Context: an optimization exercise on an open-source flow, tuned for small area, a short achievable clock period and few clock cycles per item. The choices shown serve that exercise and are no tape-out recipe.
Function was checked by simulation only, so behaviour that the tests miss may differ from the original.
No activity file was given, so power comes from the tool's default toggle rates.

==> design/flow/design.v <==
`timescale 1 ns / 1 ps 
(* CORE_GENERATION_INFO="SUM2_SUM2,hls_ip_2021_2,{HLS_INPUT_TYPE=cxx,HLS_INPUT_FLOAT=0,HLS_INPUT_FIXED=0,HLS_INPUT_PART=xc7z020-clg484-1,HLS_INPUT_CLOCK=10.000000,HLS_INPUT_ARCH=others,HLS_SYN_CLOCK=6.923000,HLS_SYN_LAT=1,HLS_SYN_TPT=none,HLS_SYN_MEM=0,HLS_SYN_DSP=0,HLS_SYN_FF=34,HLS_SYN_LUT=259,HLS_VERSION=2021_2}" *)
module SUM2 (
        ap_local_block,
        ap_local_deadlock,
        ap_clk,
        ap_rst,
        ap_start,
        ap_done,
        ap_idle,
        ap_ready,
        R_0,
        R_1,
        R_2,
        R_3,
        R_4,
        R_5,
        R_6,
        R_7,
        ap_return
);
parameter    ap_ST_fsm_state1 = 2'd1;
parameter    ap_ST_fsm_state2 = 2'd2;
output   ap_local_block;
output   ap_local_deadlock;
input   ap_clk;
input   ap_rst;
input   ap_start;
output   ap_done;
output   ap_idle;
output   ap_ready;
input  [31:0] R_0;
input  [31:0] R_1;
input  [31:0] R_2;
input  [31:0] R_3;
input  [31:0] R_4;
input  [31:0] R_5;
input  [31:0] R_6;
input  [31:0] R_7;
output  [31:0] ap_return;
reg ap_done;
reg ap_idle;
reg ap_ready;
(* fsm_encoding = "none" *) reg   [1:0] ap_CS_fsm;
wire    ap_CS_fsm_state1;
wire   [31:0] add_ln10_5_fu_92_p2;
reg   [31:0] add_ln10_5_reg_121;
wire    ap_CS_fsm_state2;
wire   [31:0] add_ln10_4_fu_86_p2;
wire   [31:0] add_ln10_3_fu_80_p2;
wire   [31:0] add_ln10_1_fu_104_p2;
wire   [31:0] add_ln10_fu_98_p2;
wire   [31:0] add_ln10_2_fu_110_p2;
reg   [1:0] ap_NS_fsm;
reg    ap_ST_fsm_state1_blk;
wire    ap_ST_fsm_state2_blk;
wire    ap_ce_reg;
always @ (posedge ap_clk) begin
    if (ap_rst == 1'b1) begin
        ap_CS_fsm <= ap_ST_fsm_state1;
    end else begin
        ap_CS_fsm <= ap_NS_fsm;
    end
end
always @ (posedge ap_clk) begin
    if ((1'b1 == ap_CS_fsm_state1)) begin
        add_ln10_5_reg_121 <= add_ln10_5_fu_92_p2;
    end
end
always @ (*) begin
    if ((ap_start == 1'b0)) begin
        ap_ST_fsm_state1_blk = 1'b1;
    end else begin
        ap_ST_fsm_state1_blk = 1'b0;
    end
end
assign ap_ST_fsm_state2_blk = 1'b0;
always @ (*) begin
    if ((1'b1 == ap_CS_fsm_state2)) begin
        ap_done = 1'b1;
    end else begin
        ap_done = 1'b0;
    end
end
always @ (*) begin
    if (((ap_start == 1'b0) & (1'b1 == ap_CS_fsm_state1))) begin
        ap_idle = 1'b1;
    end else begin
        ap_idle = 1'b0;
    end
end
always @ (*) begin
    if ((1'b1 == ap_CS_fsm_state2)) begin
        ap_ready = 1'b1;
    end else begin
        ap_ready = 1'b0;
    end
end
always @ (*) begin
    case (ap_CS_fsm)
        ap_ST_fsm_state1 : begin
            if (((ap_start == 1'b1) & (1'b1 == ap_CS_fsm_state1))) begin
                ap_NS_fsm = ap_ST_fsm_state2;
            end else begin
                ap_NS_fsm = ap_ST_fsm_state1;
            end
        end
        ap_ST_fsm_state2 : begin
            ap_NS_fsm = ap_ST_fsm_state1;
        end
        default : begin
            ap_NS_fsm = 'bx;
        end
    endcase
end
assign add_ln10_1_fu_104_p2 = (R_2 + R_3);
assign add_ln10_2_fu_110_p2 = (add_ln10_1_fu_104_p2 + add_ln10_fu_98_p2);
assign add_ln10_3_fu_80_p2 = (R_4 + R_5);
assign add_ln10_4_fu_86_p2 = (R_6 + R_7);
assign add_ln10_5_fu_92_p2 = (add_ln10_4_fu_86_p2 + add_ln10_3_fu_80_p2);
assign add_ln10_fu_98_p2 = (R_1 + R_0);
assign ap_CS_fsm_state1 = ap_CS_fsm[32'd0];
assign ap_CS_fsm_state2 = ap_CS_fsm[32'd1];
assign ap_local_block = 1'b0;
assign ap_local_deadlock = 1'b0;
assign ap_return = (add_ln10_5_reg_121 + add_ln10_2_fu_110_p2);
endmodule  
==> design/flow/run.sh <==
#!/bin/bash
# synth_recipe.tcl (not shown) runs the flow's synth.tcl, then flattens the netlist and writes it again
# the make line also repeats each setting of config.mk as NAME=value (left out here)
make -C /OpenROAD-flow-scripts/flow DESIGN_CONFIG=/design/flow/config.mk WORK_HOME=/design/flow/orfs CLKGATE_MAP_FILE= SYNTH_SCRIPT=/design/flow/synth_recipe.tcl finish
==> design/flow/config.mk <==
export PLATFORM = sky130hd
export DESIGN_NAME = SUM2
export DESIGN_NICKNAME = SUM2
export VERILOG_FILES = /design/flow/design.v
export SDC_FILE = /design/flow/constraint.sdc
export NUM_CORES = 4
export LEC_CHECK = 0
export CAP_MARGIN = 20
export CORE_MARGIN = 2
export CORE_UTILIZATION = 40
export SLEW_MARGIN = 20
==> design/flow/constraint.sdc <==
create_clock -name core_clock -period 9.0 [get_ports {ap_clk}]
set_input_delay 1.8000 -clock core_clock [delete_from_list [all_inputs] [get_ports {ap_clk}]]
set_output_delay 1.8000 -clock core_clock [all_outputs]
set_load 0.01 [all_outputs]
==> impl_summary.txt <==
----------------------------------------------------
[Worst setup path]
  Max stage delay cell, worst path ... o31ai_1
  Chain of cells forming the critical path ... clkdlybuf4s50_1 > inv_1 > fa_1 > inv_1 > fa_1 > inv_1 > fa_1 > inv_1 > ha_1 > o21ai_0 > o21ai_1 > o211ai_1 > o31ai_1 > a221oi_2 > o21a_1 > o311ai_1 > and3_1 > clkdlybuf4s50_1
  Endpoint required time on the critical path ... 7200 ps
  Crit Reg-Reg Endpoint ... ap_CS_fsm[0]$_SDFF_PP1_
  Most used cell, CP ... inv_1
  Worst setup EP type ... output port
  Worst R2R Setup Slack ... 7920 ps
  Maximum fanout along the worst path ... 4
  WP data arrival ... 6830 ps
  Cell depth of the worst flop-to-flop path ... 4
  Origin of the critical flop-to-flop path ... ap_CS_fsm[0]$_SDFF_PP1_
  Critical Path Max Stage Delay ... 650 ps
  Crit Path Category ... primary input to output port
  Type of element launching the critical path ... primary input

[STA]
  Min Clock Period, post-route ... 8630 ps
  Peak Freq ... 116 MHz
  Worst setup margin ... 368 ps
  Worst-Margin Slew ... 742 ps
  Final number of hold-violating endpoints ... 0
  Unrepaired setup endpoints after global routing ... false
  Headroom to the max-slew limit ... 50.1%
  Worst hold slack after final layout ... 766 ps
  Period utilisation layout ... 95.9%
  Finish-stage setup viols ... 0
  Worst-case clock skew ... 5.23 ps
  Setup Total Neg Slack ... 0 ps
  Max-slew violation count ... 0

[Min path]
  Worst Hold Path Cells ... 3
  Worst min-delay path category ... register to register
  Worst hold path startpoint ... ap_CS_fsm[0]$_SDFF_PP1_
  Hold path endpoint ... ap_CS_fsm[1]$_SDFF_PP0_

[Drt]
  Routed length per instance ... 12.5 um
  Antenna Nets Post-Route ... 0
  Routed via count ... 7175
  Routed wire length ... between 15000 and 20000 um
  Post-detailed-route DRC marker count ... 0
  Detailed Routing Iterations Pass 1 ... 4
  DR iter-0 viols ... about 250
  Via/cell ratio ... 4.50

[Finish]
  Most common library cell in the layout ignoring fill and taps ... inv_1
  Final Instance Count excl. Fillers ... about 1600
  Most frequent cells in the layout ... inv_1 (379), clkdlybuf4s50_1 (293), fa_1 (154)
  Number of fill cells in the layout ... 2089
  Net count reported at finish ... 1789
  Fraction of final layout cells with drive strength greater than 1 ... 1.29%
  End-of-flow core utilization ... 56.0%
  Synth-to-layout area growth ... 38.6%

[Global routing]
  Largest net degree at the start of global routing ... 34
  Antenna violations before repair ... 2
  Global-route wire length before repair ... 33200 um
  GRT Util Overall ... 17.3%
  Vias in the first global route ... 7144
  GRT Residual Overflow ... 0

[Synthesis]
  Proportion of register bits with asynchronous set or reset after synthesis ... 0%
  Seq/Total Area, Yosys ... 11.4%
  Synthesized flop and latch total ... 34
  Top flip-flop cell by instance count after synthesis ... edfxtp_1
  Number of distinct library cell variants in the gate-level netlist after synthesis ... 58
  Combined area of all synthesized cells ... 0.00876 sq mm
  Average instance area after synthesis ... around 8.5 sq um
  Number of enable flip-flop cells after synthesis ... 32
  Cell count after synthesis ... between 1000 and 1500
  Count of warnings emitted by yosys ... 1

[Power and ir drop]
  Worst IR Drop VDD ... around 0.00018 V
  Static Leakage ... 6.10 nW
  Power density over the cells ... between 300 and 400 mW/mm^2

[Clock network]
  Clock tree from TritonCTS ... done
  H-tree depth reported by CTS ... 2
  Root buffer cell ... clkbuf_16
  # Post-CTS Setup Buffers ... 0
  Clock Sink Count ... 34
  Latest clock arrival within the worst-skew pair ... 280 ps
  TritonCTS Buffers ... 5
  Clock-pin slew on the worst setup and hold paths ... 60 ps
  CTS max path bufs ... 2

[Place]
  Pre-CTS WS ... 225 ps
  Port bufs ... 293
  Post-DP HPWL ... 18600 um
  Total instance count after detailed placement ... 1586
  Weighted congestion at the end of routability-driven global placement ... ~0.86

[Floorplan]
  I/O pin count ... slightly below 300
  Vertical die dimension ... 152 um
  Row count ... 54
  Core ar. ... 0.0217 sq mm
  Starting Density ... between 40% and 50%
  Die X-Extent ... about 150 um
  Die area ... 0.0231 sq mm

[Status]
  Result of the run ... no timing/DRC/antenna violations

[Run]
  Total of max-cap violations ... 0

----------------------------------------------------
-- routing by layer --
layer	routed length [um]	GRT usage (%)	vias up
met1	9270	24.0	3333
met4	176	2.89	2
li1	-	-	3669
met3	778	1.63	11
met2	9660	29.8	160
met5	11	0	-
-- critical path, delay by kind of cell --
| family | cells | cell delay (ps) |
|---|---|---|
| buffers and inverters | 6 | 1200 |
| AND/OR/NAND/NOR | 1 | 190 |
| AO/OA/AOI/OAI | 7 | 1830 |
| adder cells (fa/ha/maj) | 4 | 1800 |
-- where the power goes --
group / total [mW] / switching (mW) / internal, mW
Clock: 0.165 / 0.0646 / 0.101
Sequential: 0.317 / 0.0286 / 0.288
Combinational: 3.83 / 1.96 / 1.88
-- kinds of logic (layout without fill, tap and decap cells) --
family                   after synthesis  in the layout  synth area share, %
AO/OA/AOI/OAI                        187            187                 14.1
other                                  1              3               0.0428
flip-flops                            34             34                 11.4
AND/OR/NAND/NOR                      132            132                 7.17
XOR/XNOR                              61             61                 6.10
adder cells (fa/ha/maj)              217            217                 44.2
buffers and inverters                393            681                 17.0
-- stage by stage --
step	instance area (sq um)	power, mW
3_5_place_dp	12000	4.17
3_3_place_gp	12000	4.16
2_1_floorplan	8760	2.70
4_1_cts	12100	4.36
6_report	12100	4.32
5_1_grt	12100	4.75
-- worst max-delay path by stage --
stage          slack (ps)  depth (start not counted)   start            end
2_1_floorplan        1590                         16  R_0[1]  ap_return[17]
3_3_place_gp          330                         17  R_0[1]  ap_return[29]
3_5_place_dp          220                         17  R_0[1]  ap_return[29]
4_1_cts               200                         17  R_0[1]  ap_return[29]
5_1_grt               120                         17  R_0[1]  ap_return[29]
6_report              370                         18  R_0[4]  ap_return[30]
-- area by class of cell --
class	count	area (sq um)	area share, %
timing repair buffer	294	2940	24.2
antenna	1	2.50	0.0206
clock buffer	5	125	1.03
sequential	34	1000	8.24
inverter	379	1420	11.7
multi-input combinational	599	6280	51.7
tap	280	350	2.89
clock inverter	3	16.3	0.134
-- Yosys cell counts (all sizes together), types with 2 or more instances --
cell type	count	share of area [%]
buf	3	0.26
o31a	2	0.20
a21oi	60	3.4
dfxtp	2	0.46
o311ai	2	0.20
nand3	11	0.63
inv	379	16
clkbuf	11	0.47
a2111oi	3	0.37
nand2b	11	0.79
o22ai	2	0.14
o41a	2	0.26
fa	154	35
nor2	36	1.6
o31ai	6	0.51
and3	6	0.43
a31o	2	0.20
ha	63	9.0
a211oi	5	0.49
o21ai	40	2.3
a21o	25	2.1
o211ai	3	0.26
or2	2	0.14
o21a	9	0.77
o41ai	2	0.29
and2	2	0.14
xnor2	47	4.7
nor2b	7	0.50
o21bai	7	0.60
a221oi	4	0.67
a31oi	3	0.21
a311oi	2	0.20
nor3	9	0.51
xor2	14	1.4
or3	3	0.21
nand2	35	1.5
edfxtp	32	11
a221o	2	0.23
nand4	7	0.50
-- flip-flops by register name (all words and copies together) (netlist names) --
name                count
ap_CS_fsm               2
add_ln10_5_reg_121     32
-- what timing repair did --
item / in CTS / in global routing
hold buffers: 0 / 0
endpoints found under the hold margin: 0 / 0
gates resized for setup: 0 / 1
setup endpoints to repair: 0 / 1
Testbench counts, summed over its fixed seeds: cycles 6,400, items 3,200.

## static timing again, ports no longer ideal
No port has a modelled driver above. Below, the same layout with a new extraction and two added sets of constraints. Step 1 sets driving cells, clkbuf_16 on the clock port and buf_2 on the other inputs (assumed; they add their load-dependent delay and slew). Step 2 moves the port delays by t, midway between the first and last clock arrival at a register: inputs arrive t later, outputs are due t later. That takes back most of the time a late clock gives input paths. Three values: ideal, step 1, step 2; two values: the first two.
t (ns): 0.317
slack for setup (ns): 0.368 / 0.345 / 0.345
hold WS [ns]: 0.766 / 0.766 / 0.766
cell pins on the clock port's net: 1
After both steps this run still meets setup and hold. For this run, drivers alone change the setup slack by -0.023 ns; drivers and shift together by -0.023 ns.
